What follows belongs to an exercise in optimizing a design on an open flow for small area; a production flow would make more cautious choices. RTL that was checked went through simulation tests only; none was proved equivalent to the original. Only the layout flow was run in runs 2 and 3; the RTL was not checked for function there.

## flow/design.v (module list and top-level ports; edited modules follow where they fit)
// module cordic_B: 3737 lines
module cordic_B(
  input                     clk,
  input                     rst_n,
  input  signed [31:0]      x,
  input  signed [31:0]      y,
  input                     start,
  input                     start1,
  output wire signed [31:0] angle,
  output wire signed [31:0] anglef
);
  // ...
==> flow/flow/run.sh <==
#!/bin/bash
# Own layout flow: the standard ORFS flow (standard.sh), with two changes:
#  - ABC maps the logic with an area-oriented script (flow/abc.script) in
#    place of ORFS's abc_speed.script; Yosys's synthesis script and every
#    register it makes are unchanged;
#  - port buffers use the platform's smallest buffer;
#  - clock tree synthesis inserts no dummy loads.
set -euo pipefail
here=$(pwd)
rm -rf "$here/scripts"
cp -r "$FLOW_HOME/scripts" "$here/scripts"
cp "$here/flow/abc.script" "$here/scripts/abc_speed.script"
export SCRIPTS_DIR="$here/scripts"
export BUFFER_PORTS_ARGS="-buffer_cell sky130_fd_sc_hd__buf_1"
export CTS_ARGS="-sink_clustering_enable -repair_clock_nets -sink_clustering_size 28 -sink_clustering_max_diameter 80 -buf_list sky130_fd_sc_hd__clkbuf_16 -dont_use_dummy_load"
bash standard.sh > "$here/standard_flow.log" 2>&1
==> flow/flow/abc.script <==
&get -n
&st
&dch -f
&nf -a -R 1000
&put
buffer -c
topo
stime -c
upsize -c
dnsize -c
==> flow/standard.sh <==
#!/bin/bash
# synth_recipe.tcl (not shown) runs the flow's synth.tcl, then flattens the netlist and writes it again
# the make line also repeats each setting of config.mk as NAME=value (left out here)
make -C /OpenROAD-flow-scripts/flow DESIGN_CONFIG=/design/flow/config.mk WORK_HOME=/design/flow/orfs CLKGATE_MAP_FILE= SYNTH_SCRIPT=/design/flow/synth_recipe.tcl "${@:-finish}"
==> flow/config.mk <==
export PLATFORM = sky130hd
export DESIGN_NAME = cordic_B
export DESIGN_NICKNAME = cordic_B
export VERILOG_FILES = /design/flow/design.v
export SDC_FILE = /design/flow/constraint.sdc
export NUM_CORES = 4
export LEC_CHECK = 0
export CAP_MARGIN = 20
export CORE_MARGIN = 2
export CORE_UTILIZATION = 40
export CTS_BUF_LIST = sky130_fd_sc_hd__clkbuf_16
export CTS_CLUSTER_DIAMETER = 80
export CTS_CLUSTER_SIZE = 24
export PLACE_DENSITY = 0.6
export SLEW_MARGIN = 20
==> flow/constraint.sdc <==
create_clock -name core_clock -period 6.0 [get_ports {clk}]
set_input_delay 1.2000 -clock core_clock [delete_from_list [all_inputs] [get_ports {clk}]]
set_output_delay 1.2000 -clock core_clock [all_outputs]
set_load 0.01 [all_outputs]
==> flow_metrics.env, run 1 <==
export IMPL_grt_pass1_wl_mm=165.2
export IMPL_min_delay_start="c13_f[3]"
export IMPL_ctsResizeCount=6
export IMPL_critPathCaptureType="register"
export IMPL_synth_cell_types=85
export IMPL_r2r_cells=32
export IMPL_finalInstanceArea_um2=53840
export IMPL_synth_most_common_cell="dfxtp_1"
export IMPL_status="complete, no violations"
export IMPL_min_path_cells=0
export IMPL_die_w_um=354.7
export IMPL_worst_path_buf_inv=2
export IMPL_dr_pass1_iters=5
export IMPL_antenna_found_initial=1
export IMPL_yosys_warnings=1
export IMPL_via_count=33050
export IMPL_wl_met3_mm=2.260
export IMPL_taps=1625
export IMPL_synth_simple_area_share_pct=8.126
export IMPL_final_util_pct=44.17
export IMPL_grt_util_met3_pct=1.501
export IMPL_synth_seq_cells=805
export IMPL_top_layer_used="met4"
export IMPL_period_share_pct=95.69
export IMPL_crit_top_cell="a21oi_2"
export IMPL_worst_path_max_delay_cell="dfrtp_2"
export IMPL_grt_busiest_layer="met2"
export IMPL_max_freq_mhz=174.2
export IMPL_wirelength_mm=102.2
export IMPL_gp_congestion=0.8886
export IMPL_syn_nets=6001
export IMPL_numCtsBuffers=44
export IMPL_fin_skew_ps=64.98
==> run 2: changes to the inputs <==
--- a/flow/design.v
+++ b/flow/design.v
@@ -1060,28 +1060,20 @@
 wire v48_G74 = v48_G58 | (v48_P58 & v48_G56);
 wire v48_G75 = v48_G59 | (v48_P59 & v48_G56);
 wire v48_G76 = v48_G60 | (v48_P60 & v48_G56);
 wire v48_G77 = v48_G61 | (v48_P61 & v48_G56);
 wire v48_G78 = v48_G62 | (v48_P62 & v48_G56);
 wire v48_G79 = v48_G63 | (v48_P63 & v48_G56);
 wire v48_G80 = v48_G64 | (v48_P64 & v48_G56);
 wire [30:0] v48 = {v48_p[30] ^ v48_G79, v48_p[29] ^ v48_G78, v48_p[28] ^ v48_G77, v48_p[27] ^ v48_G76, v48_p[26] ^ v48_G75, v48_p[25] ^ v48_G74, v48_p[24] ^ v48_G73, v48_p[23] ^ v48_G72, v48_p[22] ^ v48_G71, v48_p[21] ^ v48_G70, v48_p[20] ^ v48_G69, v48_p[19] ^ v48_G68, v48_p[18] ^ v48_G67, v48_p[17] ^ v48_G66, v48_p[16] ^ v48_G65, v48_p[15] ^ v48_G56, v48_p[14] ^ v48_G55, v48_p[13] ^ v48_G54, v48_p[12] ^ v48_G53, v48_p[11] ^ v48_G52, v48_p[10] ^ v48_G51, v48_p[9] ^ v48_G50, v48_p[8] ^ v48_G49, v48_p[7] ^ v48_G36, v48_p[6] ^ v48_G35, v48_p[5] ^ v48_G34, v48_p[4] ^ v48_G33, v48_p[3] ^ v48_G18, v48_p[2] ^ v48_G17, v48_p[1] ^ v48_G1, v48_p[0] ^ 1'b1};
-reg [30:0] c3_x;
-reg [30:0] c3_v;
-reg [5:0] c3_s;
-always @(posedge clk) begin
-  c3_x <= xn47;
-  c3_v <= v48;
-  c3_s <= {s41, c2_s[4], c2_s[3], c2_s[2], c2_s[1], c2_s[0]};
-end
-wire s49 = c3_s[5] ^ c3_v[30];
-wire [30:0] u50 = c3_v ^ {31{c3_v[30]}};
+wire s49 = s41 ^ v48[30];
+wire [30:0] u50 = v48 ^ {31{v48[30]}};
 wire [31:0] uf51 = {u50, {1{s49}}};
-wire signed [31:0] xf52 = {c3_x, 1'd0};
+wire signed [31:0] xf52 = {xn47, 1'd0};
 wire signed [31:0] X53 = xf52 >>> 6;
 wire [31:0] U54 = uf51 >> 6;
 wire [31:0] xn55_s_a = xf52[31:0];
 wire [31:0] xn55_s_b = U54[31:0];
 wire [31:0] xn55_s_p = xn55_s_a ^ xn55_s_b;
 wire [31:0] xn55_s_g = xn55_s_a & xn55_s_b;
 wire xn55_s_G1 = xn55_s_g[0] | (xn55_s_p[0] & s49);
 wire xn55_s_G2 = xn55_s_g[2] | (xn55_s_p[2] & xn55_s_g[1]);
@@ -1345,28 +1337,28 @@
 wire v56_G75 = v56_G59 | (v56_P59 & v56_G56);
 wire v56_G76 = v56_G60 | (v56_P60 & v56_G56);
 wire v56_G77 = v56_G61 | (v56_P61 & v56_G56);
 wire v56_G78 = v56_G62 | (v56_P62 & v56_G56);
 wire v56_G79 = v56_G63 | (v56_P63 & v56_G56);
 wire v56_G80 = v56_G64 | (v56_P64 & v56_G56);
 wire v56_G81 = v56_g[31] | (v56_p[31] & v56_G80);
 wire [31:0] v56 = {v56_p[31] ^ v56_G80, v56_p[30] ^ v56_G79, v56_p[29] ^ v56_G78, v56_p[28] ^ v56_G77, v56_p[27] ^ v56_G76, v56_p[26] ^ v56_G75, v56_p[25] ^ v56_G74, v56_p[24] ^ v56_G73, v56_p[23] ^ v56_G72, v56_p[22] ^ v56_G71, v56_p[21] ^ v56_G70, v56_p[20] ^ v56_G69, v56_p[19] ^ v56_G68, v56_p[18] ^ v56_G67, v56_p[17] ^ v56_G66, v56_p[16] ^ v56_G65, v56_p[15] ^ v56_G56, v56_p[14] ^ v56_G55, v56_p[13] ^ v56_G54, v56_p[12] ^ v56_G53, v56_p[11] ^ v56_G52, v56_p[10] ^ v56_G51, v56_p[9] ^ v56_G50, v56_p[8] ^ v56_G49, v56_p[7] ^ v56_G36, v56_p[6] ^ v56_G35, v56_p[5] ^ v56_G34, v56_p[4] ^ v56_G33, v56_p[3] ^ v56_G18, v56_p[2] ^ v56_G17, v56_p[1] ^ v56_G1, v56_p[0] ^ 1'b1};
-reg [31:0] c4_x;
-reg [31:0] c4_v;
-reg [6:0] c4_s;
+reg [31:0] c3_x;
+reg [31:0] c3_v;
+reg [6:0] c3_s;
 always @(posedge clk) begin
-  c4_x <= xn55;
-  c4_v <= v56;
-  c4_s <= {s49, c3_s[5], c3_s[4], c3_s[3], c3_s[2], c3_s[1], c3_s[0]};
+  c3_x <= xn55;
+  c3_v <= v56;
+  c3_s <= {s49, s41, c2_s[4], c2_s[3], c2_s[2], c2_s[1], c2_s[0]};
 end
-wire s57 = c4_s[6] ^ c4_v[31];
-wire [31:0] u58 = c4_v ^ {32{c4_v[31]}};
+wire s57 = c3_s[6] ^ c3_v[31];
+wire [31:0] u58 = c3_v ^ {32{c3_v[31]}};
 wire [31:0] uf59 = u58;
-wire signed [31:0] xf60 = c4_x;
+wire signed [31:0] xf60 = c3_x;
 wire signed [31:0] X61 = xf60 >>> 7;
 wire [31:0] U62 = uf59 >> 7;
 wire [31:0] xn63_s_a = xf60[31:0];
 wire [31:0] xn63_s_b = U62[31:0];
 wire [31:0] xn63_s_p = xn63_s_a ^ xn63_s_b;
 wire [31:0] xn63_s_g = xn63_s_a & xn63_s_b;
 wire xn63_s_G1 = xn63_s_g[0] | (xn63_s_p[0] & s57);
 wire xn63_s_G2 = xn63_s_g[2] | (xn63_s_p[2] & xn63_s_g[1]);
@@ -1630,28 +1622,20 @@
 wire v64_G75 = v64_G59 | (v64_P59 & v64_G56);
 wire v64_G76 = v64_G60 | (v64_P60 & v64_G56);
 wire v64_G77 = v64_G61 | (v64_P61 & v64_G56);
 wire v64_G78 = v64_G62 | (v64_P62 & v64_G56);
 wire v64_G79 = v64_G63 | (v64_P63 & v64_G56);
 wire v64_G80 = v64_G64 | (v64_P64 & v64_G56);
 wire v64_G81 = v64_g[31] | (v64_p[31] & v64_G80);
 wire [31:0] v64 = {v64_p[31] ^ v64_G80, v64_p[30] ^ v64_G79, v64_p[29] ^ v64_G78, v64_p[28] ^ v64_G77, v64_p[27] ^ v64_G76, v64_p[26] ^ v64_G75, v64_p[25] ^ v64_G74, v64_p[24] ^ v64_G73, v64_p[23] ^ v64_G72, v64_p[22] ^ v64_G71, v64_p[21] ^ v64_G70, v64_p[20] ^ v64_G69, v64_p[19] ^ v64_G68, v64_p[18] ^ v64_G67, v64_p[17] ^ v64_G66, v64_p[16] ^ v64_G65, v64_p[15] ^ v64_G56, v64_p[14] ^ v64_G55, v64_p[13] ^ v64_G54, v64_p[12] ^ v64_G53, v64_p[11] ^ v64_G52, v64_p[10] ^ v64_G51, v64_p[9] ^ v64_G50, v64_p[8] ^ v64_G49, v64_p[7] ^ v64_G36, v64_p[6] ^ v64_G35, v64_p[5] ^ v64_G34, v64_p[4] ^ v64_G33, v64_p[3] ^ v64_G18, v64_p[2] ^ v64_G17, v64_p[1] ^ v64_G1, v64_p[0] ^ 1'b1};
-reg [31:0] c5_x;
-reg [31:0] c5_v;
-reg [7:0] c5_s;
-always @(posedge clk) begin
-  c5_x <= xn63;
-  c5_v <= v64;
-  c5_s <= {s57, c4_s[6], c4_s[5], c4_s[4], c4_s[3], c4_s[2], c4_s[1], c4_s[0]};
-end
-wire s65 = c5_s[7] ^ c5_v[31];
-wire [31:0] u66 = c5_v ^ {32{c5_v[31]}};
+wire s65 = s57 ^ v64[31];
+wire [31:0] u66 = v64 ^ {32{v64[31]}};
 wire [31:0] uf67 = u66;
-wire signed [31:0] xf68 = c5_x;
+wire signed [31:0] xf68 = xn63;
 wire signed [31:0] X69 = xf68 >>> 8;
 wire [31:0] U70 = uf67 >> 8;
 wire [31:0] xn71_s_a = xf68[31:0];
 wire [31:0] xn71_s_b = U70[31:0];
 wire [31:0] xn71_s_p = xn71_s_a ^ xn71_s_b;
 wire [31:0] xn71_s_g = xn71_s_a & xn71_s_b;
 wire xn71_s_G1 = xn71_s_g[0] | (xn71_s_p[0] & s65);
 wire xn71_s_G2 = xn71_s_g[2] | (xn71_s_p[2] & xn71_s_g[1]);
@@ -1915,28 +1899,28 @@
 wire v72_G75 = v72_G59 | (v72_P59 & v72_G56);
 wire v72_G76 = v72_G60 | (v72_P60 & v72_G56);
 wire v72_G77 = v72_G61 | (v72_P61 & v72_G56);
 wire v72_G78 = v72_G62 | (v72_P62 & v72_G56);
 wire v72_G79 = v72_G63 | (v72_P63 & v72_G56);
 wire v72_G80 = v72_G64 | (v72_P64 & v72_G56);
 wire v72_G81 = v72_g[31] | (v72_p[31] & v72_G80);
 wire [31:0] v72 = {v72_p[31] ^ v72_G80, v72_p[30] ^ v72_G79, v72_p[29] ^ v72_G78, v72_p[28] ^ v72_G77, v72_p[27] ^ v72_G76, v72_p[26] ^ v72_G75, v72_p[25] ^ v72_G74, v72_p[24] ^ v72_G73, v72_p[23] ^ v72_G72, v72_p[22] ^ v72_G71, v72_p[21] ^ v72_G70, v72_p[20] ^ v72_G69, v72_p[19] ^ v72_G68, v72_p[18] ^ v72_G67, v72_p[17] ^ v72_G66, v72_p[16] ^ v72_G65, v72_p[15] ^ v72_G56, v72_p[14] ^ v72_G55, v72_p[13] ^ v72_G54, v72_p[12] ^ v72_G53, v72_p[11] ^ v72_G52, v72_p[10] ^ v72_G51, v72_p[9] ^ v72_G50, v72_p[8] ^ v72_G49, v72_p[7] ^ v72_G36, v72_p[6] ^ v72_G35, v72_p[5] ^ v72_G34, v72_p[4] ^ v72_G33, v72_p[3] ^ v72_G18, v72_p[2] ^ v72_G17, v72_p[1] ^ v72_G1, v72_p[0] ^ 1'b1};
-reg [31:0] c6_x;
-reg [31:0] c6_v;
-reg [8:0] c6_s;
+reg [31:0] c4_x;
+reg [31:0] c4_v;
+reg [8:0] c4_s;
 always @(posedge clk) begin
-  c6_x <= xn71;
-  c6_v <= v72;
-  c6_s <= {s65, c5_s[7], c5_s[6], c5_s[5], c5_s[4], c5_s[3], c5_s[2], c5_s[1], c5_s[0]};
+  c4_x <= xn71;
+  c4_v <= v72;
+  c4_s <= {s65, s57, c3_s[6], c3_s[5], c3_s[4], c3_s[3], c3_s[2], c3_s[1], c3_s[0]};
 end
-wire s73 = c6_s[8] ^ c6_v[31];
-wire [31:0] u74 = c6_v ^ {32{c6_v[31]}};
+wire s73 = c4_s[8] ^ c4_v[31];
+wire [31:0] u74 = c4_v ^ {32{c4_v[31]}};
 wire [31:0] uf75 = u74;
-wire signed [31:0] xf76 = c6_x;
+wire signed [31:0] xf76 = c4_x;
 wire signed [31:0] X77 = xf76 >>> 9;
 wire [31:0] U78 = uf75 >> 9;
 wire [31:0] xn79_s_a = xf76[31:0];
 wire [31:0] xn79_s_b = U78[31:0];
 wire [31:0] xn79_s_p = xn79_s_a ^ xn79_s_b;
 wire [31:0] xn79_s_g = xn79_s_a & xn79_s_b;
 wire xn79_s_G1 = xn79_s_g[0] | (xn79_s_p[0] & s73);
 wire xn79_s_G2 = xn79_s_g[2] | (xn79_s_p[2] & xn79_s_g[1]);
@@ -2200,28 +2184,20 @@
 wire v80_G75 = v80_G59 | (v80_P59 & v80_G56);
 wire v80_G76 = v80_G60 | (v80_P60 & v80_G56);
 wire v80_G77 = v80_G61 | (v80_P61 & v80_G56);
 wire v80_G78 = v80_G62 | (v80_P62 & v80_G56);
 wire v80_G79 = v80_G63 | (v80_P63 & v80_G56);
 wire v80_G80 = v80_G64 | (v80_P64 & v80_G56);
 wire v80_G81 = v80_g[31] | (v80_p[31] & v80_G80);
 wire [31:0] v80 = {v80_p[31] ^ v80_G80, v80_p[30] ^ v80_G79, v80_p[29] ^ v80_G78, v80_p[28] ^ v80_G77, v80_p[27] ^ v80_G76, v80_p[26] ^ v80_G75, v80_p[25] ^ v80_G74, v80_p[24] ^ v80_G73, v80_p[23] ^ v80_G72, v80_p[22] ^ v80_G71, v80_p[21] ^ v80_G70, v80_p[20] ^ v80_G69, v80_p[19] ^ v80_G68, v80_p[18] ^ v80_G67, v80_p[17] ^ v80_G66, v80_p[16] ^ v80_G65, v80_p[15] ^ v80_G56, v80_p[14] ^ v80_G55, v80_p[13] ^ v80_G54, v80_p[12] ^ v80_G53, v80_p[11] ^ v80_G52, v80_p[10] ^ v80_G51, v80_p[9] ^ v80_G50, v80_p[8] ^ v80_G49, v80_p[7] ^ v80_G36, v80_p[6] ^ v80_G35, v80_p[5] ^ v80_G34, v80_p[4] ^ v80_G33, v80_p[3] ^ v80_G18, v80_p[2] ^ v80_G17, v80_p[1] ^ v80_G1, v80_p[0] ^ 1'b1};
-reg [31:0] c7_x;
-reg [31:0] c7_v;
-reg [9:0] c7_s;
-always @(posedge clk) begin
-  c7_x <= xn79;
-  c7_v <= v80;
-  c7_s <= {s73, c6_s[8], c6_s[7], c6_s[6], c6_s[5], c6_s[4], c6_s[3], c6_s[2], c6_s[1], c6_s[0]};
-end
-wire s81 = c7_s[9] ^ c7_v[31];
-wire [31:0] u82 = c7_v ^ {32{c7_v[31]}};
+wire s81 = s73 ^ v80[31];
+wire [31:0] u82 = v80 ^ {32{v80[31]}};
 wire [31:0] uf83 = u82;
-wire signed [31:0] xf84 = c7_x;
+wire signed [31:0] xf84 = xn79;
 wire signed [31:0] X85 = xf84 >>> 10;
 wire [31:0] U86 = uf83 >> 10;
 wire [31:0] xn87_s_a = xf84[31:0];
 wire [31:0] xn87_s_b = U86[31:0];
 wire [31:0] xn87_s_p = xn87_s_a ^ xn87_s_b;
 wire [31:0] xn87_s_g = xn87_s_a & xn87_s_b;
 wire xn87_s_G1 = xn87_s_g[0] | (xn87_s_p[0] & s81);
 wire xn87_s_G2 = xn87_s_g[2] | (xn87_s_p[2] & xn87_s_g[1]);
@@ -2485,28 +2461,28 @@
 wire v88_G75 = v88_G59 | (v88_P59 & v88_G56);
 wire v88_G76 = v88_G60 | (v88_P60 & v88_G56);
 wire v88_G77 = v88_G61 | (v88_P61 & v88_G56);
 wire v88_G78 = v88_G62 | (v88_P62 & v88_G56);
 wire v88_G79 = v88_G63 | (v88_P63 & v88_G56);
 wire v88_G80 = v88_G64 | (v88_P64 & v88_G56);
 wire v88_G81 = v88_g[31] | (v88_p[31] & v88_G80);
 wire [31:0] v88 = {v88_p[31] ^ v88_G80, v88_p[30] ^ v88_G79, v88_p[29] ^ v88_G78, v88_p[28] ^ v88_G77, v88_p[27] ^ v88_G76, v88_p[26] ^ v88_G75, v88_p[25] ^ v88_G74, v88_p[24] ^ v88_G73, v88_p[23] ^ v88_G72, v88_p[22] ^ v88_G71, v88_p[21] ^ v88_G70, v88_p[20] ^ v88_G69, v88_p[19] ^ v88_G68, v88_p[18] ^ v88_G67, v88_p[17] ^ v88_G66, v88_p[16] ^ v88_G65, v88_p[15] ^ v88_G56, v88_p[14] ^ v88_G55, v88_p[13] ^ v88_G54, v88_p[12] ^ v88_G53, v88_p[11] ^ v88_G52, v88_p[10] ^ v88_G51, v88_p[9] ^ v88_G50, v88_p[8] ^ v88_G49, v88_p[7] ^ v88_G36, v88_p[6] ^ v88_G35, v88_p[5] ^ v88_G34, v88_p[4] ^ v88_G33, v88_p[3] ^ v88_G18, v88_p[2] ^ v88_G17, v88_p[1] ^ v88_G1, v88_p[0] ^ 1'b1};
-reg [31:0] c8_x;
-reg [31:0] c8_v;
-reg [10:0] c8_s;
+reg [31:0] c5_x;
+reg [31:0] c5_v;
+reg [10:0] c5_s;
 always @(posedge clk) begin
-  c8_x <= xn87;
-  c8_v <= v88;
-  c8_s <= {s81, c7_s[9], c7_s[8], c7_s[7], c7_s[6], c7_s[5], c7_s[4], c7_s[3], c7_s[2], c7_s[1], c7_s[0]};
+  c5_x <= xn87;
+  c5_v <= v88;
+  c5_s <= {s81, s73, c4_s[8], c4_s[7], c4_s[6], c4_s[5], c4_s[4], c4_s[3], c4_s[2], c4_s[1], c4_s[0]};
 end
-wire s89 = c8_s[10] ^ c8_v[31];
-wire [31:0] u90 = c8_v ^ {32{c8_v[31]}};
+wire s89 = c5_s[10] ^ c5_v[31];
+wire [31:0] u90 = c5_v ^ {32{c5_v[31]}};
 wire [31:0] uf91 = u90;
-wire signed [31:0] xf92 = c8_x;
+wire signed [31:0] xf92 = c5_x;
 wire signed [31:0] X93 = xf92 >>> 11;
 wire [31:0] U94 = uf91 >> 11;
 wire [31:0] xn95_s_a = xf92[31:0];
 wire [31:0] xn95_s_b = U94[31:0];
 wire [31:0] xn95_s_p = xn95_s_a ^ xn95_s_b;
 wire [31:0] xn95_s_g = xn95_s_a & xn95_s_b;
 wire xn95_s_G1 = xn95_s_g[0] | (xn95_s_p[0] & s89);
 wire xn95_s_G2 = xn95_s_g[2] | (xn95_s_p[2] & xn95_s_g[1]);
@@ -2770,28 +2746,20 @@
 wire v96_G75 = v96_G59 | (v96_P59 & v96_G56);
 wire v96_G76 = v96_G60 | (v96_P60 & v96_G56);
 wire v96_G77 = v96_G61 | (v96_P61 & v96_G56);
 wire v96_G78 = v96_G62 | (v96_P62 & v96_G56);
 wire v96_G79 = v96_G63 | (v96_P63 & v96_G56);
 wire v96_G80 = v96_G64 | (v96_P64 & v96_G56);
 wire v96_G81 = v96_g[31] | (v96_p[31] & v96_G80);
 wire [31:0] v96 = {v96_p[31] ^ v96_G80, v96_p[30] ^ v96_G79, v96_p[29] ^ v96_G78, v96_p[28] ^ v96_G77, v96_p[27] ^ v96_G76, v96_p[26] ^ v96_G75, v96_p[25] ^ v96_G74, v96_p[24] ^ v96_G73, v96_p[23] ^ v96_G72, v96_p[22] ^ v96_G71, v96_p[21] ^ v96_G70, v96_p[20] ^ v96_G69, v96_p[19] ^ v96_G68, v96_p[18] ^ v96_G67, v96_p[17] ^ v96_G66, v96_p[16] ^ v96_G65, v96_p[15] ^ v96_G56, v96_p[14] ^ v96_G55, v96_p[13] ^ v96_G54, v96_p[12] ^ v96_G53, v96_p[11] ^ v96_G52, v96_p[10] ^ v96_G51, v96_p[9] ^ v96_G50, v96_p[8] ^ v96_G49, v96_p[7] ^ v96_G36, v96_p[6] ^ v96_G35, v96_p[5] ^ v96_G34, v96_p[4] ^ v96_G33, v96_p[3] ^ v96_G18, v96_p[2] ^ v96_G17, v96_p[1] ^ v96_G1, v96_p[0] ^ 1'b1};
-reg [31:0] c9_x;
-reg [31:0] c9_v;
-reg [11:0] c9_s;
-always @(posedge clk) begin
-  c9_x <= xn95;
-  c9_v <= v96;
-  c9_s <= {s89, c8_s[10], c8_s[9], c8_s[8], c8_s[7], c8_s[6], c8_s[5], c8_s[4], c8_s[3], c8_s[2], c8_s[1], c8_s[0]};
-end
-wire s97 = c9_s[11] ^ c9_v[31];
-wire [31:0] u98 = c9_v ^ {32{c9_v[31]}};
+wire s97 = s89 ^ v96[31];
+wire [31:0] u98 = v96 ^ {32{v96[31]}};
 wire [31:0] uf99 = u98;
-wire signed [31:0] xf100 = c9_x;
+wire signed [31:0] xf100 = xn95;
 wire signed [31:0] X101 = xf100 >>> 12;
 wire [31:0] U102 = uf99 >> 12;
 wire [31:0] xn103_s_a = xf100[31:0];
 wire [31:0] xn103_s_b = U102[31:0];
 wire [31:0] xn103_s_p = xn103_s_a ^ xn103_s_b;
 wire [31:0] xn103_s_g = xn103_s_a & xn103_s_b;
 wire xn103_s_G1 = xn103_s_g[0] | (xn103_s_p[0] & s97);
 wire xn103_s_G2 = xn103_s_g[2] | (xn103_s_p[2] & xn103_s_g[1]);
@@ -3055,28 +3023,28 @@
 wire v104_G75 = v104_G59 | (v104_P59 & v104_G56);
 wire v104_G76 = v104_G60 | (v104_P60 & v104_G56);
 wire v104_G77 = v104_G61 | (v104_P61 & v104_G56);
 wire v104_G78 = v104_G62 | (v104_P62 & v104_G56);
 wire v104_G79 = v104_G63 | (v104_P63 & v104_G56);
 wire v104_G80 = v104_G64 | (v104_P64 & v104_G56);
 wire v104_G81 = v104_g[31] | (v104_p[31] & v104_G80);
 wire [31:0] v104 = {v104_p[31] ^ v104_G80, v104_p[30] ^ v104_G79, v104_p[29] ^ v104_G78, v104_p[28] ^ v104_G77, v104_p[27] ^ v104_G76, v104_p[26] ^ v104_G75, v104_p[25] ^ v104_G74, v104_p[24] ^ v104_G73, v104_p[23] ^ v104_G72, v104_p[22] ^ v104_G71, v104_p[21] ^ v104_G70, v104_p[20] ^ v104_G69, v104_p[19] ^ v104_G68, v104_p[18] ^ v104_G67, v104_p[17] ^ v104_G66, v104_p[16] ^ v104_G65, v104_p[15] ^ v104_G56, v104_p[14] ^ v104_G55, v104_p[13] ^ v104_G54, v104_p[12] ^ v104_G53, v104_p[11] ^ v104_G52, v104_p[10] ^ v104_G51, v104_p[9] ^ v104_G50, v104_p[8] ^ v104_G49, v104_p[7] ^ v104_G36, v104_p[6] ^ v104_G35, v104_p[5] ^ v104_G34, v104_p[4] ^ v104_G33, v104_p[3] ^ v104_G18, v104_p[2] ^ v104_G17, v104_p[1] ^ v104_G1, v104_p[0] ^ 1'b1};
-reg [31:0] c10_x;
-reg [31:0] c10_v;
-reg [12:0] c10_s;
+reg [31:0] c6_x;
+reg [31:0] c6_v;
+reg [12:0] c6_s;
 always @(posedge clk) begin
-  c10_x <= xn103;
-  c10_v <= v104;
-  c10_s <= {s97, c9_s[11], c9_s[10], c9_s[9], c9_s[8], c9_s[7], c9_s[6], c9_s[5], c9_s[4], c9_s[3], c9_s[2], c9_s[1], c9_s[0]};
+  c6_x <= xn103;
+  c6_v <= v104;
+  c6_s <= {s97, s89, c5_s[10], c5_s[9], c5_s[8], c5_s[7], c5_s[6], c5_s[5], c5_s[4], c5_s[3], c5_s[2], c5_s[1], c5_s[0]};
 end
-wire s105 = c10_s[12] ^ c10_v[31];
-wire [31:0] u106 = c10_v ^ {32{c10_v[31]}};
+wire s105 = c6_s[12] ^ c6_v[31];
+wire [31:0] u106 = c6_v ^ {32{c6_v[31]}};
 wire [31:0] uf107 = u106;
-wire signed [31:0] xf108 = c10_x;
+wire signed [31:0] xf108 = c6_x;
 wire signed [31:0] X109 = xf108 >>> 13;
 wire [31:0] U110 = uf107 >> 13;
 wire [31:0] xn111_s_a = xf108[31:0];
 wire [31:0] xn111_s_b = U110[31:0];
 wire [31:0] xn111_s_p = xn111_s_a ^ xn111_s_b;
 wire [31:0] xn111_s_g = xn111_s_a & xn111_s_b;
 wire xn111_s_G1 = xn111_s_g[0] | (xn111_s_p[0] & s105);
 wire xn111_s_G2 = xn111_s_g[2] | (xn111_s_p[2] & xn111_s_g[1]);
@@ -3481,94 +3449,94 @@
 wire v118_G76 = v118_G60 | (v118_P60 & v118_G56);
 wire v118_G77 = v118_G61 | (v118_P61 & v118_G56);
 wire v118_G78 = v118_G62 | (v118_P62 & v118_G56);
 wire v118_G79 = v118_G63 | (v118_P63 & v118_G56);
 wire v118_G80 = v118_G64 | (v118_P64 & v118_G56);
 wire v118_G81 = v118_g[31] | (v118_p[31] & v118_G80);
 wire [31:0] v118 = {v118_p[31] ^ v118_G80, v118_p[30] ^ v118_G79, v118_p[29] ^ v118_G78, v118_p[28] ^ v118_G77, v118_p[27] ^ v118_G76, v118_p[26] ^ v118_G75, v118_p[25] ^ v118_G74, v118_p[24] ^ v118_G73, v118_p[23] ^ v118_G72, v118_p[22] ^ v118_G71, v118_p[21] ^ v118_G70, v118_p[20] ^ v118_G69, v118_p[19] ^ v118_G68, v118_p[18] ^ v118_G67, v118_p[17] ^ v118_G66, v118_p[16] ^ v118_G65, v118_p[15] ^ v118_G56, v118_p[14] ^ v118_G55, v118_p[13] ^ v118_G54, v118_p[12] ^ v118_G53, v118_p[11] ^ v118_G52, v118_p[10] ^ v118_G51, v118_p[9] ^ v118_G50, v118_p[8] ^ v118_G49, v118_p[7] ^ v118_G36, v118_p[6] ^ v118_G35, v118_p[5] ^ v118_G34, v118_p[4] ^ v118_G33, v118_p[3] ^ v118_G18, v118_p[2] ^ v118_G17, v118_p[1] ^ v118_G1, v118_p[0] ^ 1'b1};
 wire s119 = s113 ^ v118[31];
-reg [15:0] c11_s;
+reg [15:0] c7_s;
 always @(posedge clk) begin
-  c11_s <= {s119, s113, s105, c10_s[12], c10_s[11], c10_s[10], c10_s[9], c10_s[8], c10_s[7], c10_s[6], c10_s[5], c10_s[4], c10_s[3], c10_s[2], c10_s[1], c10_s[0]};
+  c7_s <= {s119, s113, s105, c6_s[12], c6_s[11], c6_s[10], c6_s[9], c6_s[8], c6_s[7], c6_s[6], c6_s[5], c6_s[4], c6_s[3], c6_s[2], c6_s[1], c6_s[0]};
 end
-wire f120_s121 = ~c11_s[1] ^ ~c11_s[2] ^ ~c11_s[5];
-wire f120_c122 = (~c11_s[1] & ~c11_s[2]) | (~c11_s[5] & (~c11_s[1] ^ ~c11_s[2]));
-wire f120_s123 = ~c11_s[6] ^ ~c11_s[8] ^ ~c11_s[9];
-wire f120_c124 = (~c11_s[6] & ~c11_s[8]) | (~c11_s[9] & (~c11_s[6] ^ ~c11_s[8]));
-wire f120_s125 = ~c11_s[10] ^ ~c11_s[11] ^ ~c11_s[13];
-wire f120_c126 = (~c11_s[10] & ~c11_s[11]) | (~c11_s[13] & (~c11_s[10] ^ ~c11_s[11]));
-wire f120_s127 = ~c11_s[1] ^ ~c11_s[4] ^ ~c11_s[7];
-wire f120_c128 = (~c11_s[1] & ~c11_s[4]) | (~c11_s[7] & (~c11_s[1] ^ ~c11_s[4]));
-wire f120_s129 = ~c11_s[9] ^ ~c11_s[12] ^ ~c11_s[13];
-wire f120_c130 = (~c11_s[9] & ~c11_s[12]) | (~c11_s[13] & (~c11_s[9] ^ ~c11_s[12]));
-wire f120_s131 = ~c11_s[2] ^ ~c11_s[4] ^ ~c11_s[6];
-wire f120_c132 = (~c11_s[2] & ~c11_s[4]) | (~c11_s[6] & (~c11_s[2] ^ ~c11_s[4]));
-wire f120_s133 = ~c11_s[8] ^ ~c11_s[11] ^ ~c11_s[12];
-wire f120_c134 = (~c11_s[8] & ~c11_s[11]) | (~c11_s[12] & (~c11_s[8] ^ ~c11_s[11]));
-wire f120_s135 = ~c11_s[13] ^ ~c11_s[14] ^ 1'b1;
-wire f120_c136 = (~c11_s[13] & ~c11_s[14]) | (1'b1 & (~c11_s[13] ^ ~c11_s[14]));
-wire f120_s137 = ~c11_s[4] ^ ~c11_s[5] ^ ~c11_s[7];
-wire f120_c138 = (~c11_s[4] & ~c11_s[5]) | (~c11_s[7] & (~c11_s[4] ^ ~c11_s[5]));
-wire f120_s139 = ~c11_s[10] ^ ~c11_s[11] ^ ~c11_s[12];
-wire f120_c140 = (~c11_s[10] & ~c11_s[11]) | (~c11_s[12] & (~c11_s[10] ^ ~c11_s[11]));
-wire f120_s141 = ~c11_s[6] ^ ~c11_s[9] ^ ~c11_s[10];
-wire f120_c142 = (~c11_s[6] & ~c11_s[9]) | (~c11_s[10] & (~c11_s[6] ^ ~c11_s[9]));
-wire f120_s143 = ~c11_s[11] ^ 1'b1;
-wire f120_c144 = ~c11_s[11] & 1'b1;
-wire f120_s145 = ~c11_s[2] ^ ~c11_s[5] ^ ~c11_s[8];
-wire f120_c146 = (~c11_s[2] & ~c11_s[5]) | (~c11_s[8] & (~c11_s[2] ^ ~c11_s[5]));
-wire f120_s147 = ~c11_s[9] ^ ~c11_s[10] ^ 1'b1;
-wire f120_c148 = (~c11_s[9] & ~c11_s[10]) | (1'b1 & (~c11_s[9] ^ ~c11_s[10]));
-wire f120_s149 = ~c11_s[1] ^ ~c11_s[4] ^ ~c11_s[7];
-wire f120_c150 = (~c11_s[1] & ~c11_s[4]) | (~c11_s[7] & (~c11_s[1] ^ ~c11_s[4]));
-wire f120_s151 = ~c11_s[8] ^ ~c11_s[9];
-wire f120_c152 = ~c11_s[8] & ~c11_s[9];
-wire f120_s153 = ~c11_s[3] ^ ~c11_s[6] ^ ~c11_s[7];
-wire f120_c154 = (~c11_s[3] & ~c11_s[6]) | (~c11_s[7] & (~c11_s[3] ^ ~c11_s[6]));
-wire f120_s155 = ~c11_s[5] ^ ~c11_s[6] ^ ~c11_s[7];
-wire f120_c156 = (~c11_s[5] & ~c11_s[6]) | (~c11_s[7] & (~c11_s[5] ^ ~c11_s[6]));
-wire f120_s157 = ~c11_s[1] ^ ~c11_s[4] ^ ~c11_s[5];
-wire f120_c158 = (~c11_s[1] & ~c11_s[4]) | (~c11_s[5] & (~c11_s[1] ^ ~c11_s[4]));
-wire f120_s159 = ~c11_s[0] ^ ~c11_s[3] ^ ~c11_s[4];
-wire f120_c160 = (~c11_s[0] & ~c11_s[3]) | (~c11_s[4] & (~c11_s[0] ^ ~c11_s[3]));
-wire f120_s161 = ~c11_s[1] ^ ~c11_s[2] ^ ~c11_s[3];
-wire f120_c162 = (~c11_s[1] & ~c11_s[2]) | (~c11_s[3] & (~c11_s[1] ^ ~c11_s[2]));
-wire f120_s163 = ~c11_s[4] ^ 1'b1;
-wire f120_c164 = ~c11_s[4] & 1'b1;
-wire f120_s165 = ~c11_s[0] ^ ~c11_s[2] ^ ~c11_s[3];
-wire f120_c166 = (~c11_s[0] & ~c11_s[2]) | (~c11_s[3] & (~c11_s[0] ^ ~c11_s[2]));
-wire f120_s167 = ~c11_s[0] ^ ~c11_s[1] ^ ~c11_s[2];
-wire f120_c168 = (~c11_s[0] & ~c11_s[1]) | (~c11_s[2] & (~c11_s[0] ^ ~c11_s[1]));
+wire f120_s121 = ~c7_s[1] ^ ~c7_s[2] ^ ~c7_s[5];
+wire f120_c122 = (~c7_s[1] & ~c7_s[2]) | (~c7_s[5] & (~c7_s[1] ^ ~c7_s[2]));
+wire f120_s123 = ~c7_s[6] ^ ~c7_s[8] ^ ~c7_s[9];
+wire f120_c124 = (~c7_s[6] & ~c7_s[8]) | (~c7_s[9] & (~c7_s[6] ^ ~c7_s[8]));
+wire f120_s125 = ~c7_s[10] ^ ~c7_s[11] ^ ~c7_s[13];
+wire f120_c126 = (~c7_s[10] & ~c7_s[11]) | (~c7_s[13] & (~c7_s[10] ^ ~c7_s[11]));
+wire f120_s127 = ~c7_s[1] ^ ~c7_s[4] ^ ~c7_s[7];
+wire f120_c128 = (~c7_s[1] & ~c7_s[4]) | (~c7_s[7] & (~c7_s[1] ^ ~c7_s[4]));
+wire f120_s129 = ~c7_s[9] ^ ~c7_s[12] ^ ~c7_s[13];
+wire f120_c130 = (~c7_s[9] & ~c7_s[12]) | (~c7_s[13] & (~c7_s[9] ^ ~c7_s[12]));
+wire f120_s131 = ~c7_s[2] ^ ~c7_s[4] ^ ~c7_s[6];
+wire f120_c132 = (~c7_s[2] & ~c7_s[4]) | (~c7_s[6] & (~c7_s[2] ^ ~c7_s[4]));
+wire f120_s133 = ~c7_s[8] ^ ~c7_s[11] ^ ~c7_s[12];
+wire f120_c134 = (~c7_s[8] & ~c7_s[11]) | (~c7_s[12] & (~c7_s[8] ^ ~c7_s[11]));
+wire f120_s135 = ~c7_s[13] ^ ~c7_s[14] ^ 1'b1;
+wire f120_c136 = (~c7_s[13] & ~c7_s[14]) | (1'b1 & (~c7_s[13] ^ ~c7_s[14]));
+wire f120_s137 = ~c7_s[4] ^ ~c7_s[5] ^ ~c7_s[7];
+wire f120_c138 = (~c7_s[4] & ~c7_s[5]) | (~c7_s[7] & (~c7_s[4] ^ ~c7_s[5]));
+wire f120_s139 = ~c7_s[10] ^ ~c7_s[11] ^ ~c7_s[12];
+wire f120_c140 = (~c7_s[10] & ~c7_s[11]) | (~c7_s[12] & (~c7_s[10] ^ ~c7_s[11]));
+wire f120_s141 = ~c7_s[6] ^ ~c7_s[9] ^ ~c7_s[10];
+wire f120_c142 = (~c7_s[6] & ~c7_s[9]) | (~c7_s[10] & (~c7_s[6] ^ ~c7_s[9]));
+wire f120_s143 = ~c7_s[11] ^ 1'b1;
+wire f120_c144 = ~c7_s[11] & 1'b1;
+wire f120_s145 = ~c7_s[2] ^ ~c7_s[5] ^ ~c7_s[8];
+wire f120_c146 = (~c7_s[2] & ~c7_s[5]) | (~c7_s[8] & (~c7_s[2] ^ ~c7_s[5]));
+wire f120_s147 = ~c7_s[9] ^ ~c7_s[10] ^ 1'b1;
+wire f120_c148 = (~c7_s[9] & ~c7_s[10]) | (1'b1 & (~c7_s[9] ^ ~c7_s[10]));
+wire f120_s149 = ~c7_s[1] ^ ~c7_s[4] ^ ~c7_s[7];
+wire f120_c150 = (~c7_s[1] & ~c7_s[4]) | (~c7_s[7] & (~c7_s[1] ^ ~c7_s[4]));
+wire f120_s151 = ~c7_s[8] ^ ~c7_s[9];
+wire f120_c152 = ~c7_s[8] & ~c7_s[9];
+wire f120_s153 = ~c7_s[3] ^ ~c7_s[6] ^ ~c7_s[7];
+wire f120_c154 = (~c7_s[3] & ~c7_s[6]) | (~c7_s[7] & (~c7_s[3] ^ ~c7_s[6]));
+wire f120_s155 = ~c7_s[5] ^ ~c7_s[6] ^ ~c7_s[7];
+wire f120_c156 = (~c7_s[5] & ~c7_s[6]) | (~c7_s[7] & (~c7_s[5] ^ ~c7_s[6]));
+wire f120_s157 = ~c7_s[1] ^ ~c7_s[4] ^ ~c7_s[5];
+wire f120_c158 = (~c7_s[1] & ~c7_s[4]) | (~c7_s[5] & (~c7_s[1] ^ ~c7_s[4]));
+wire f120_s159 = ~c7_s[0] ^ ~c7_s[3] ^ ~c7_s[4];
+wire f120_c160 = (~c7_s[0] & ~c7_s[3]) | (~c7_s[4] & (~c7_s[0] ^ ~c7_s[3]));
+wire f120_s161 = ~c7_s[1] ^ ~c7_s[2] ^ ~c7_s[3];
+wire f120_c162 = (~c7_s[1] & ~c7_s[2]) | (~c7_s[3] & (~c7_s[1] ^ ~c7_s[2]));
+wire f120_s163 = ~c7_s[4] ^ 1'b1;
+wire f120_c164 = ~c7_s[4] & 1'b1;
+wire f120_s165 = ~c7_s[0] ^ ~c7_s[2] ^ ~c7_s[3];
+wire f120_c166 = (~c7_s[0] & ~c7_s[2]) | (~c7_s[3] & (~c7_s[0] ^ ~c7_s[2]));
+wire f120_s167 = ~c7_s[0] ^ ~c7_s[1] ^ ~c7_s[2];
+wire f120_c168 = (~c7_s[0] & ~c7_s[1]) | (~c7_s[2] & (~c7_s[0] ^ ~c7_s[1]));
 wire f120_s169 = f120_s121 ^ f120_s123 ^ f120_s125;
 wire f120_c170 = (f120_s121 & f120_s123) | (f120_s125 & (f120_s121 ^ f120_s123));
 wire f120_s171 = f120_c122 ^ f120_c124 ^ f120_c126;
 wire f120_c172 = (f120_c122 & f120_c124) | (f120_c126 & (f120_c122 ^ f120_c124));
-wire f120_s173 = f120_s127 ^ f120_s129 ^ ~c11_s[15];
-wire f120_c174 = (f120_s127 & f120_s129) | (~c11_s[15] & (f120_s127 ^ f120_s129));
+wire f120_s173 = f120_s127 ^ f120_s129 ^ ~c7_s[15];
+wire f120_c174 = (f120_s127 & f120_s129) | (~c7_s[15] & (f120_s127 ^ f120_s129));
 wire f120_s175 = f120_c128 ^ f120_c130 ^ f120_s131;
 wire f120_c176 = (f120_c128 & f120_c130) | (f120_s131 & (f120_c128 ^ f120_c130));
 wire f120_s177 = f120_s133 ^ f120_s135;
 wire f120_c178 = f120_s133 & f120_s135;
 wire f120_s179 = f120_c132 ^ f120_c134 ^ f120_c136;
 wire f120_c180 = (f120_c132 & f120_c134) | (f120_c136 & (f120_c132 ^ f120_c134));
 wire f120_s181 = f120_s137 ^ f120_s139 ^ 1'b1;
 wire f120_c182 = (f120_s137 & f120_s139) | (1'b1 & (f120_s137 ^ f120_s139));
 wire f120_s183 = f120_c138 ^ f120_c140 ^ f120_s141;
 wire f120_c184 = (f120_c138 & f120_c140) | (f120_s141 & (f120_c138 ^ f120_c140));
 wire f120_s185 = f120_c142 ^ f120_c144 ^ f120_s145;
 wire f120_c186 = (f120_c142 & f120_c144) | (f120_s145 & (f120_c142 ^ f120_c144));
 wire f120_s187 = f120_c146 ^ f120_c148 ^ f120_s149;
 wire f120_c188 = (f120_c146 & f120_c148) | (f120_s149 & (f120_c146 ^ f120_c148));
 wire f120_s189 = f120_c150 ^ f120_c152 ^ f120_s153;
 wire f120_c190 = (f120_c150 & f120_c152) | (f120_s153 & (f120_c150 ^ f120_c152));
-wire f120_s191 = f120_c156 ^ f120_s157 ^ ~c11_s[6];
-wire f120_c192 = (f120_c156 & f120_s157) | (~c11_s[6] & (f120_c156 ^ f120_s157));
-wire f120_s193 = f120_c158 ^ f120_s159 ^ ~c11_s[5];
-wire f120_c194 = (f120_c158 & f120_s159) | (~c11_s[5] & (f120_c158 ^ f120_s159));
+wire f120_s191 = f120_c156 ^ f120_s157 ^ ~c7_s[6];
+wire f120_c192 = (f120_c156 & f120_s157) | (~c7_s[6] & (f120_c156 ^ f120_s157));
+wire f120_s193 = f120_c158 ^ f120_s159 ^ ~c7_s[5];
+wire f120_c194 = (f120_c158 & f120_s159) | (~c7_s[5] & (f120_c158 ^ f120_s159));
 wire f120_s195 = f120_c160 ^ f120_s161 ^ f120_s163;
 wire f120_c196 = (f120_c160 & f120_s161) | (f120_s163 & (f120_c160 ^ f120_s161));
 wire f120_s197 = f120_c162 ^ f120_c164 ^ f120_s165;
 wire f120_c198 = (f120_c162 & f120_c164) | (f120_s165 & (f120_c162 ^ f120_c164));
 wire f120_s199 = f120_c166 ^ f120_s167 ^ 1'b1;
 wire f120_c200 = (f120_c166 & f120_s167) | (1'b1 & (f120_c166 ^ f120_s167));
 wire f120_s201 = f120_c170 ^ f120_s171 ^ f120_s173;
 wire f120_c202 = (f120_c170 & f120_s171) | (f120_s173 & (f120_c170 ^ f120_s171));
@@ -3577,24 +3545,24 @@
 wire f120_s205 = f120_c176 ^ f120_c178 ^ f120_s179;
 wire f120_c206 = (f120_c176 & f120_c178) | (f120_s179 & (f120_c176 ^ f120_c178));
 wire f120_s207 = f120_c180 ^ f120_c182 ^ f120_s183;
 wire f120_c208 = (f120_c180 & f120_c182) | (f120_s183 & (f120_c180 ^ f120_c182));
 wire f120_s209 = f120_c184 ^ f120_s185 ^ f120_s147;
 wire f120_c210 = (f120_c184 & f120_s185) | (f120_s147 & (f120_c184 ^ f120_s185));
 wire f120_s211 = f120_c186 ^ f120_s187 ^ f120_s151;
 wire f120_c212 = (f120_c186 & f120_s187) | (f120_s151 & (f120_c186 ^ f120_s187));
-wire f120_s213 = f120_c188 ^ f120_s189 ^ ~c11_s[8];
-wire f120_c214 = (f120_c188 & f120_s189) | (~c11_s[8] & (f120_c188 ^ f120_s189));
+wire f120_s213 = f120_c188 ^ f120_s189 ^ ~c7_s[8];
+wire f120_c214 = (f120_c188 & f120_s189) | (~c7_s[8] & (f120_c188 ^ f120_s189));
 wire f120_s215 = f120_c190 ^ f120_c154 ^ f120_s155;
 wire f120_c216 = (f120_c190 & f120_c154) | (f120_s155 & (f120_c190 ^ f120_c154));
 wire f120_s217 = f120_c196 ^ f120_s197 ^ 1'b1;
 wire f120_c218 = (f120_c196 & f120_s197) | (1'b1 & (f120_c196 ^ f120_s197));
-wire f120_s219 = f120_c200 ^ f120_c168 ^ ~c11_s[1];
-wire f120_c220 = (f120_c200 & f120_c168) | (~c11_s[1] & (f120_c200 ^ f120_c168));
+wire f120_s219 = f120_c200 ^ f120_c168 ^ ~c7_s[1];
+wire f120_c220 = (f120_c200 & f120_c168) | (~c7_s[1] & (f120_c200 ^ f120_c168));
 wire f120_s221 = f120_c202 ^ f120_s203 ^ f120_s177;
 wire f120_c222 = (f120_c202 & f120_s203) | (f120_s177 & (f120_c202 ^ f120_s203));
 wire f120_s223 = f120_c204 ^ f120_s205 ^ f120_s181;
 wire f120_c224 = (f120_c204 & f120_s205) | (f120_s181 & (f120_c204 ^ f120_s205));
 wire f120_s225 = f120_c206 ^ f120_s207 ^ f120_s143;
 wire f120_c226 = (f120_c206 & f120_s207) | (f120_s143 & (f120_c206 ^ f120_s207));
 wire f120_s227 = f120_c218 ^ f120_c198 ^ f120_s199;
 wire f120_c228 = (f120_c218 & f120_c198) | (f120_s199 & (f120_c218 ^ f120_c198));
@@ -3642,29 +3610,29 @@
 wire f120_lo_G15 = f120_lo_G9 | (f120_lo_P9 & f120_lo_G8);
 wire f120_lo_G16 = f120_lo_G10 | (f120_lo_P10 & f120_lo_G8);
 wire f120_lo_G17 = f120_lo_g[7] | (f120_lo_p[7] & f120_lo_G16);
 wire f120_lo_G18 = f120_lo_G5 | (f120_lo_P5 & f120_lo_G16);
 wire f120_lo_G19 = f120_lo_G11 | (f120_lo_P11 & f120_lo_G16);
 wire f120_lo_G20 = f120_lo_G12 | (f120_lo_P12 & f120_lo_G16);
 wire [10:0] f120_lo = {f120_lo_p[10] ^ f120_lo_G19, f120_lo_p[9] ^ f120_lo_G18, f120_lo_p[8] ^ f120_lo_G17, f120_lo_p[7] ^ f120_lo_G16, f120_lo_p[6] ^ f120_lo_G15, f120_lo_p[5] ^ f120_lo_G14, f120_lo_p[4] ^ f120_lo_G13, f120_lo_p[3] ^ f120_lo_G8, f120_lo_p[2] ^ f120_lo_G7, f120_lo_p[1] ^ f120_lo_G1, f120_lo_p[0] ^ 1'b0};
 wire f120_ci = f120_lo[10];
-reg [7:0] c12_r0;
-reg [7:0] c12_r1;
-reg [0:0] c12_ci;
+reg [7:0] c8_r0;
+reg [7:0] c8_r1;
+reg [0:0] c8_ci;
 always @(posedge clk) begin
-  c12_r0 <= {1'b1, f120_c220, f120_c228, f120_s227, f120_c242, f120_s241, f120_s239, f120_s237};
-  c12_r1 <= {1'b0, ~c11_s[0], f120_s219, 1'b0, f120_s217, 1'b0, 1'b0, 1'b0};
-  c12_ci <= f120_ci;
+  c8_r0 <= {1'b1, f120_c220, f120_c228, f120_s227, f120_c242, f120_s241, f120_s239, f120_s237};
+  c8_r1 <= {1'b0, ~c7_s[0], f120_s219, 1'b0, f120_s217, 1'b0, 1'b0, 1'b0};
+  c8_ci <= f120_ci;
 end
-wire [7:0] f243_a = c12_r0;
-wire [7:0] f243_b = c12_r1;
+wire [7:0] f243_a = c8_r0;
+wire [7:0] f243_b = c8_r1;
 wire [7:0] f243_p = f243_a ^ f243_b;
 wire [7:0] f243_g = f243_a & f243_b;
-wire f243_G1 = f243_g[0] | (f243_p[0] & c12_ci);
+wire f243_G1 = f243_g[0] | (f243_p[0] & c8_ci);
 wire f243_G2 = f243_g[2] | (f243_p[2] & f243_g[1]);
 wire f243_P2 = f243_p[2] & f243_p[1];
 wire f243_G3 = f243_g[4] | (f243_p[4] & f243_g[3]);
 wire f243_P3 = f243_p[4] & f243_p[3];
 wire f243_G4 = f243_g[6] | (f243_p[6] & f243_g[5]);
 wire f243_P4 = f243_p[6] & f243_p[5];
 wire f243_G5 = f243_g[1] | (f243_p[1] & f243_G1);
 wire f243_G6 = f243_G2 | (f243_P2 & f243_G1);
@@ -3672,20 +3640,36 @@
 wire f243_P7 = f243_p[5] & f243_P3;
 wire f243_G8 = f243_G4 | (f243_P4 & f243_G3);
 wire f243_P8 = f243_P4 & f243_P3;
 wire f243_G9 = f243_g[3] | (f243_p[3] & f243_G6);
 wire f243_G10 = f243_G3 | (f243_P3 & f243_G6);
 wire f243_G11 = f243_G7 | (f243_P7 & f243_G6);
 wire f243_G12 = f243_G8 | (f243_P8 & f243_G6);
 wire f243_G13 = f243_g[7] | (f243_p[7] & f243_G12);
-wire [7:0] f243 = {f243_p[7] ^ f243_G12, f243_p[6] ^ f243_G11, f243_p[5] ^ f243_G10, f243_p[4] ^ f243_G9, f243_p[3] ^ f243_G6, f243_p[2] ^ f243_G5, f243_p[1] ^ f243_G1, f243_p[0] ^ c12_ci};
+wire [7:0] f243 = {f243_p[7] ^ f243_G12, f243_p[6] ^ f243_G11, f243_p[5] ^ f243_G10, f243_p[4] ^ f243_G9, f243_p[3] ^ f243_G6, f243_p[2] ^ f243_G5, f243_p[1] ^ f243_G1, f243_p[0] ^ c8_ci};
+reg [7:0] c9_f;
+always @(posedge clk) begin
+  c9_f <= f243;
+end
+reg [7:0] c10_f;
+always @(posedge clk) begin
+  c10_f <= c9_f;
+end
+reg [7:0] c11_f;
+always @(posedge clk) begin
+  c11_f <= c10_f;
+end
+reg [7:0] c12_f;
+always @(posedge clk) begin
+  c12_f <= c11_f;
+end
 reg [7:0] c13_f;
 always @(posedge clk) begin
-  c13_f <= f243;
+  c13_f <= c12_f;
 end
 reg [7:0] c14_f;
 always @(posedge clk) begin
   c14_f <= c13_f;
 end
 reg [7:0] c15_f;
 always @(posedge clk) begin
   c15_f <= c14_f;
==> flow/flow/run.sh (replaced) <==
#!/bin/bash
# Own layout flow: the standard ORFS flow (standard.sh), with two changes:
#  - ABC maps the logic with an area-oriented script (flow/abc.script) in
#    place of ORFS's abc_speed.script; Yosys's synthesis script and every
#    register it makes are unchanged;
#  - port buffers use the platform's smallest buffer.
set -euo pipefail
here=$(pwd)
rm -rf "$here/scripts"
cp -r "$FLOW_HOME/scripts" "$here/scripts"
cp "$here/flow/abc.script" "$here/scripts/abc_speed.script"
export SCRIPTS_DIR="$here/scripts"
export BUFFER_PORTS_ARGS="-buffer_cell sky130_fd_sc_hd__buf_1"
bash standard.sh > "$here/standard_flow.log" 2>&1
==> run 2 against run 1 <==
The layout now fails its checks (negative setup slack). Core utilization is 9.5 points higher. Non-clock buffer count is 837 higher. Clock skew is 35 ps lower. Clock-buffer cell count is 7 lower. Sequential share of layout area is 11 points lower. Maximum frequency is 11% lower. Routed wire length is 7.5% higher. Worst hold slack better by 7.2 ps. Critical path depth is 5 higher. Global-route usage is 3.1 points higher.
==> flow_metrics.env, run 2 <==
export IMPL_status="complete, but fails checks"
export IMPL_checkFailReasons="negative setup slack"
export IMPL_final_common_cell="buf_4"
export IMPL_syn_nets=5702
export IMPL_die_area_um2=113100
export IMPL_worst_path_buf_inv=3
export IMPL_cts_sinks=547
export IMPL_hold_path_class="register to register"
export IMPL_syn_to_final_growth_pct=32.59
export IMPL_cts_hold_buffers=0
export IMPL_synth_most_common_cell="ha_1"
export IMPL_fin_nets=6769
export IMPL_post_drt_wl_per_cell_um=14.94
export IMPL_worst_path_max_delay_cell="a221o_1"
export IMPL_start_util_pct=40.46
export IMPL_grt_start_max_net_pins=82
export IMPL_dr_pass1_iters=5
export IMPL_synth_seq_cells=547
export IMPL_cp_top_family="compound AO/OA/AOI/OAI gates"
export IMPL_critPathCaptureType="register"
export IMPL_numCtsBuffers=37
export IMPL_synthArstFlopShare_pct=9.872
export IMPL_grt_total_usage_pct=19.12
export IMPL_rows=121
export IMPL_grt_pass1_wl_mm=176.7
export IMPL_synthFlopType="dfxtp_1"
export IMPL_vias_per_cell=4.822
export IMPL_dieHeight_um=336.3
export IMPL_die_w_um=336.3
export IMPL_place_ws_ps=-559.4
export IMPL_grt_pass1_vias=36030
export IMPL_wirelength_mm=109.8
export IMPL_setup_slack_ps=-451.2
export IMPL_antenna_found_initial=1
export IMPL_syn_area_per_cell_um2=9.235
export IMPL_tightest_slew_ps=700.2
export IMPL_clk_pin_slew_worst_paths_ps=90
export IMPL_drive_gt1_share_pct=26.14
export IMPL_cts_tree="yes"
export IMPL_drt_iter0_drc=1490
export IMPL_cp_arrival_ps=6950
export IMPL_drv_cap=0
export IMPL_syn_area_um2=44160
export IMPL_setup_viol=57
export IMPL_diodes=0
export IMPL_synth_top_cells_by_area="dfxtp_1 (22%), ha_1 (20%), xnor2_1 (11%)"
export IMPL_layout_common_cells="buf_4 (913), ha_1 (658), inv_1 (509), xnor2_1 (496), dfxtp_1 (486)"
export IMPL_yosys_warnings=1
export IMPL_fin_skew_ps=29.78
export IMPL_start_kind="register"
export IMPL_critPathRequiredTime_ps=6500
export IMPL_max_freq_mhz=155.0
export IMPL_synth_top_area_share_pct=22.35
export IMPL_r2r_slack_ps=-450
export IMPL_path_class="register to register"
export IMPL_cp_max_fo=5
export IMPL_fin_crit_ps=6451
export IMPL_synthCells=4782
export IMPL_ant_nets=0
export IMPL_clkLatencyLatePin_ps=610
export IMPL_detailed_place_hpwl_mm=89.06
export IMPL_synth_edf_count=0
export IMPL_coreArea_um2=109200
export IMPL_period_share_pct=107.5
export IMPL_globalRouteOverflowTotal=0
export IMPL_max_slew_margin_rel_pct=52.11
export IMPL_clock_path_buffers=3
export IMPL_clockRootBuffer="clkbuf_16"
export IMPL_slowest_delay_ps=410
export IMPL_numPortBuffers=130
export IMPL_rsz0062_at_grt="yes"
export IMPL_seq_area_frac_synth_pct=25.41
export IMPL_synth_cell_types=96
export IMPL_ys_top_cells_by_count="ha_1 (696), xnor2_1 (565), inv_1 (519), dfxtp_1 (493), xor2_1 (459)"
export IMPL_drc=0
export IMPL_via_count=35440
export IMPL_fillerInstances=9626
export IMPL_cts_max_level=2
export IMPL_yosysTopAreaCell="dfxtp_1"
export IMPL_drv_slew=0
export IMPL_gp_congestion=0.8789
export IMPL_finalHoldViolations=0
export IMPL_io_pins=132
## run 2: changes by cell type after synthesis, moves of 8 or more
cell,change
a31oi_1,+12
nor2b_1,+10
xnor2_1,+86
and4_1,+8
nand2b_1,+13
xor2_1,-106
o31ai_1,-15
nand4_1,-16
dfxtp_1,-258
buf_1,-12
a21oi_1,-49
a21o_1,+33
inv_1,-68
## run 2: metrics by stage
step	TNS [ps]	std cells	hold WS, ps	area (µm²)	util, %
2_1_floorplan	-4543	4782	309.6	45040	-
3_3_place_gp	-22870	7110	310.7	53010	48.56
3_5_place_dp	-30600	7110	312.1	53010	48.56
4_1_cts	-6368	7290	326.8	56690	51.94
5_1_grt	-39670	7349	328.3	58560	53.64
6_report	-9795	7349	321.7	58560	53.64
## run 2: worst paths after layout
kind                       startpoint  depth (start not counted)       end
hold / removal               c15_f[2]                          0  c16_f[2]
setup reg to reg             c4_v[31]                         37  c5_x[30]
setup / recovery             c4_v[31]                         37  c5_x[30]
hold reg to reg              c15_f[2]                          0  c16_f[2]
max in group asynchronous       rst_n                          2  c0_v[15]
min in group asynchronous       rst_n                          2   af_r[4]
## run 2: final cells by class
class,count,area [µm²],area share (%)
inverters,521,1963,3.353
flip-flops and latches,547,11250,19.21
repair buffers,1136,8682,14.83
clock inverters,26,302.8,0.5171
well taps,1476,1847,3.154
multi-input cells,3606,33590,57.36
clock buffers,37,925.9,1.581
## run 2: cells by family (layout without fill, tap and decap cells)
logic type	after synthesis	in the layout	synth area share (%)
buffers and inverters	629	1720	5.799
flip-flops	547	547	25.41
multiplexers	2	2	0.04816
XOR/XNOR	1030	1030	20.58
adder cells (fa/ha/maj)	852	852	26.79
AO/OA/AOI/OAI	826	826	11.75
AND/OR/NAND/NOR	896	896	9.618
## run 2: routing by layer
layer	routed length (µm)	part of all wire, %	GRT usage [%]	vias to the layer above
met5	0	0	0	-
met4	2748	2.5	4.771	0
met3	2484	2.3	1.684	147
met2	55870	51	35.31	327
met1	48720	44	23.73	16810
li1	-	-	-	18150
## run 2: repair_timing
action	in CTS	in global routing
buffers inserted	154	84
setup endpoints to repair	119	167
pin swaps	163	171
resized for setup	281	246
gates cloned	3	1
==> run 3: changes to the inputs <==
==> flow/flow/abc.script (replaced) <==
&get -n
&st
&dch
&nf
&st
&syn2
&if -g -K 6
&synch2
&nf
&st
&syn2
&if -g -K 6
&synch2
&nf
&st
&syn2
&if -g -K 6
&synch2
&nf
&st
&syn2
&if -g -K 6
&synch2
&nf
&st
&syn2
&if -g -K 6
&synch2
&nf
&put
buffer -c
topo
stime -c
upsize -c
dnsize -c
==> run 3 against run 2 <==
The layout still fails its checks (negative setup slack). First-iteration DRC count is 14% higher. Critical path depth up 1. Synthesized area grew 4.8%. Cell count increased by 5.8%. Clock-buffer cell count shrank 1. Cell area up 5.2%. Critical path type unchanged. Critical endpoint is now c4_x[25]. Largest cell class unchanged.
==> flow_metrics.env, run 3 <==
export IMPL_status="complete, but fails checks"
export IMPL_checkFailReasons="negative setup slack"
export IMPL_period_share_pct=109.1
export IMPL_gp_congestion=0.8943
export IMPL_min_delay_start="c3_s[4]"
export IMPL_rsz0062_at_grt="yes"
export IMPL_worst_path_max_delay_cell="a2111oi_2"
export IMPL_start_util_pct=40.43
export IMPL_numPortBuffers=130
export IMPL_layout_common_cells="buf_4 (1,077), ha_1 (669), xnor2_1 (549), inv_1 (503), dfxtp_1 (486)"
export IMPL_grt_pass1_wl_mm=190.1
export IMPL_drive_gt1_share_pct=27.27
export IMPL_fillerInstances=10300
export IMPL_finalHoldViolations=0
export IMPL_start_kind="register"
export IMPL_rows=124
export IMPL_synth_top_cells_by_area="dfxtp_1 (21%), ha_1 (19%), xnor2_1 (12%)"
export IMPL_grt_pass1_vias=38150
export IMPL_coreArea_um2=114500
export IMPL_die_w_um=344.2
export IMPL_slowest_delay_ps=360
export IMPL_dpl_cell_area_um2=56280
export IMPL_synthCells=5023
export IMPL_final_common_cell="buf_4"
export IMPL_syn_area_um2=46290
export IMPL_syn_to_final_growth_pct=33.04
export IMPL_vias_per_cell=4.869
export IMPL_ys_top_cells_by_count="ha_1 (696), xnor2_1 (617), inv_1 (497), dfxtp_1 (493), xor2_1 (384)"
export IMPL_yosys_warnings=1
export IMPL_critPathRequiredTime_ps=6530
export IMPL_dr_pass1_iters=7
export IMPL_drv_cap=0
export IMPL_hold_path_class="register to register"
export IMPL_critPathCaptureType="register"
export IMPL_clock_path_buffers=3
export IMPL_cts_sinks=547
export IMPL_setup_slack_ps=-545.4
export IMPL_fin_crit_ps=6545
export IMPL_seq_area_frac_synth_pct=24.24
export IMPL_max_slew_margin_rel_pct=44.07
export IMPL_synthFlopType="dfxtp_1"
export IMPL_numCtsBuffers=35
export IMPL_io_pins=132
export IMPL_multiInputGateArea_um2=35620
export IMPL_setup_viol=91
export IMPL_fin_skew_ps=34.66
export IMPL_synth_edf_count=0
export IMPL_grt_start_max_net_pins=72
export IMPL_r2r_start="c3_v[31]"
export IMPL_synth_seq_cells=547
export IMPL_cp_arrival_ps=7070
export IMPL_finalInstanceArea_um2=61580
export IMPL_drt_iter0_drc=1693
export IMPL_cp_startpoint="c3_v[31]"
export IMPL_drc=0
export IMPL_syn_nets=5943
export IMPL_clkLatencyLatePin_ps=610
export IMPL_fin_nets=7159
export IMPL_via_count=37860
export IMPL_synthArstFlopShare_pct=9.872
export IMPL_grt_total_usage_pct=19.82
export IMPL_cts_tree="yes"
export IMPL_ff_latch_area_um2=11240
export IMPL_dieHeight_um=344.2
export IMPL_synth_most_common_cell="ha_1"
export IMPL_post_drt_wl_per_cell_um=15.40
export IMPL_antenna_found_initial=1
export IMPL_drv_slew=0
export IMPL_synth_top_area_share_pct=21.32
export IMPL_synth_cell_types=99
export IMPL_syn_area_per_cell_um2=9.216
export IMPL_tightest_slew_ps=827.2
export IMPL_whs_ps=316.1
export IMPL_yosysTopAreaCell="dfxtp_1"
export IMPL_cp_max_fo=7
export IMPL_clk_pin_slew_worst_paths_ps=90
export IMPL_crit_top_cell="buf_4"
export IMPL_detailed_place_hpwl_mm=99.56
export IMPL_final_util_pct=53.79
export IMPL_cts_max_level=2
export IMPL_diodes=0
export IMPL_die_area_um2=118500
export IMPL_fin_tns_setup_ps=-22360
export IMPL_wirelength_mm=119.7
export IMPL_globalRouteOverflowTotal=0
export IMPL_max_freq_mhz=152.8
export IMPL_ant_nets=0
export IMPL_path_class="register to register"
export IMPL_clockRootBuffer="clkbuf_16"
-- run 3: cells by family (layout without fill, tap and decap cells) --
group | count (synthesis) | count (layout) | share of synthesized area (%)
adders and majority gates | 854 | 854 | 25.60
and+or+nand+nor | 1011 | 1011 | 10.97
DFF | 547 | 547 | 24.24
AOI/OAI and AO/OA | 969 | 969 | 13.96
buffers and inverters | 613 | 1853 | 5.498
xor gates and xnor gates | 1009 | 1009 | 19.28
muxes | 20 | 20 | 0.4487
-- run 3: final cells by class --
type	instances	area share (%)
Tap cell	1512	3.072
Multi-Input combinational cell	3863	57.84
Sequential cell	547	18.25
Clock buffer	36	1.463
Timing Repair Buffer	1293	15.83
Inverter	499	3.041
Clock inverter	25	0.5100
-- run 3: routing by layer --
layer | track usage [%] | part of all wire [%] | vias to the layer above
met1 | 25.74 | 46 | 17740
met4 | 5.217 | 2.6 | 2
met3 | 1.642 | 2.4 | 164
met2 | 35.24 | 49 | 443
li1 | - | - | 19510
met5 | 0 | 0.011 | -
-- run 3: what timing repair did --
item / 4_1_cts / 5_1_grt
hold buffers: 0 / 0
setup buffers: 135 / 68
endpoints found under the setup margin: 134 / 179
cloned: 4 / 1
resized for setup: 276 / 245
pin swaps: 160 / 182
-- run 3: final timing paths --
path                       slack, ps  endpoint  cells after the start
setup / recovery                -550  c4_x[25]                     38
hold / removal                   320   c4_s[4]                      0
setup reg to reg                -550  c4_x[25]                     38
hold reg to reg                  320   c4_s[4]                      0
max in group asynchronous       4770  c0_v[15]                      2
min in group asynchronous        700    a_r[5]                      2
-- run 3: metrics by stage --
step	cells	setup WS, ps
after detailed placement	7536	-731.2
after global routing	7775	-925.1
after CTS	7728	-476.4
after floorplan	5023	-627.2
after global placement	7536	-689.5
final	7775	-545.4
-- run 3: worst max-delay path, delay by kind of cell, from the launching register on --
kind	cells	cell delay [ps]
XOR/XNOR	4	520
buffers and inverters	17	2200
adder cells (fa/ha/maj)	3	970
AND/OR/NAND/NOR	1	130
flip-flops	1	350
AO/OA/AOI/OAI	13	2300

## what the ideal ports hide
Ports are ideal in the flow. The routed layouts listed here were re-timed in OpenROAD. Step 1: set_driving_cell puts a clkbuf_16 on clk and a buf_2 on each other input, an assumption about the parent block. Step 2 adds t to the input delays and takes it off the output delays; t is the mean of the earliest and latest rising clock arrival at the registers after step 1. Input paths then give back, and output paths get back, about the clock's delay inside the block. Slacks: no drivers / after step 1 / after step 2; pairs: no drivers / after step 1.
run | t, ns | setup slack, ns | worst setup path after step 2 | worst register clock-pin slew, ns
run 1 | 0.668 | 0.258 / 0.258 / 0.048 | input to register | 0.11 / 0.11
run 2 | 0.663 | -0.451 / -0.451 / -0.451 | register to register | 0.09 / 0.09
run 3 | 0.659 | -0.545 / -0.545 / -0.545 | register to register | 0.10 / 0.10
For run 1, which loses most, drivers alone change the setup slack by 0.000 ns; drivers and shift together by -0.210 ns.
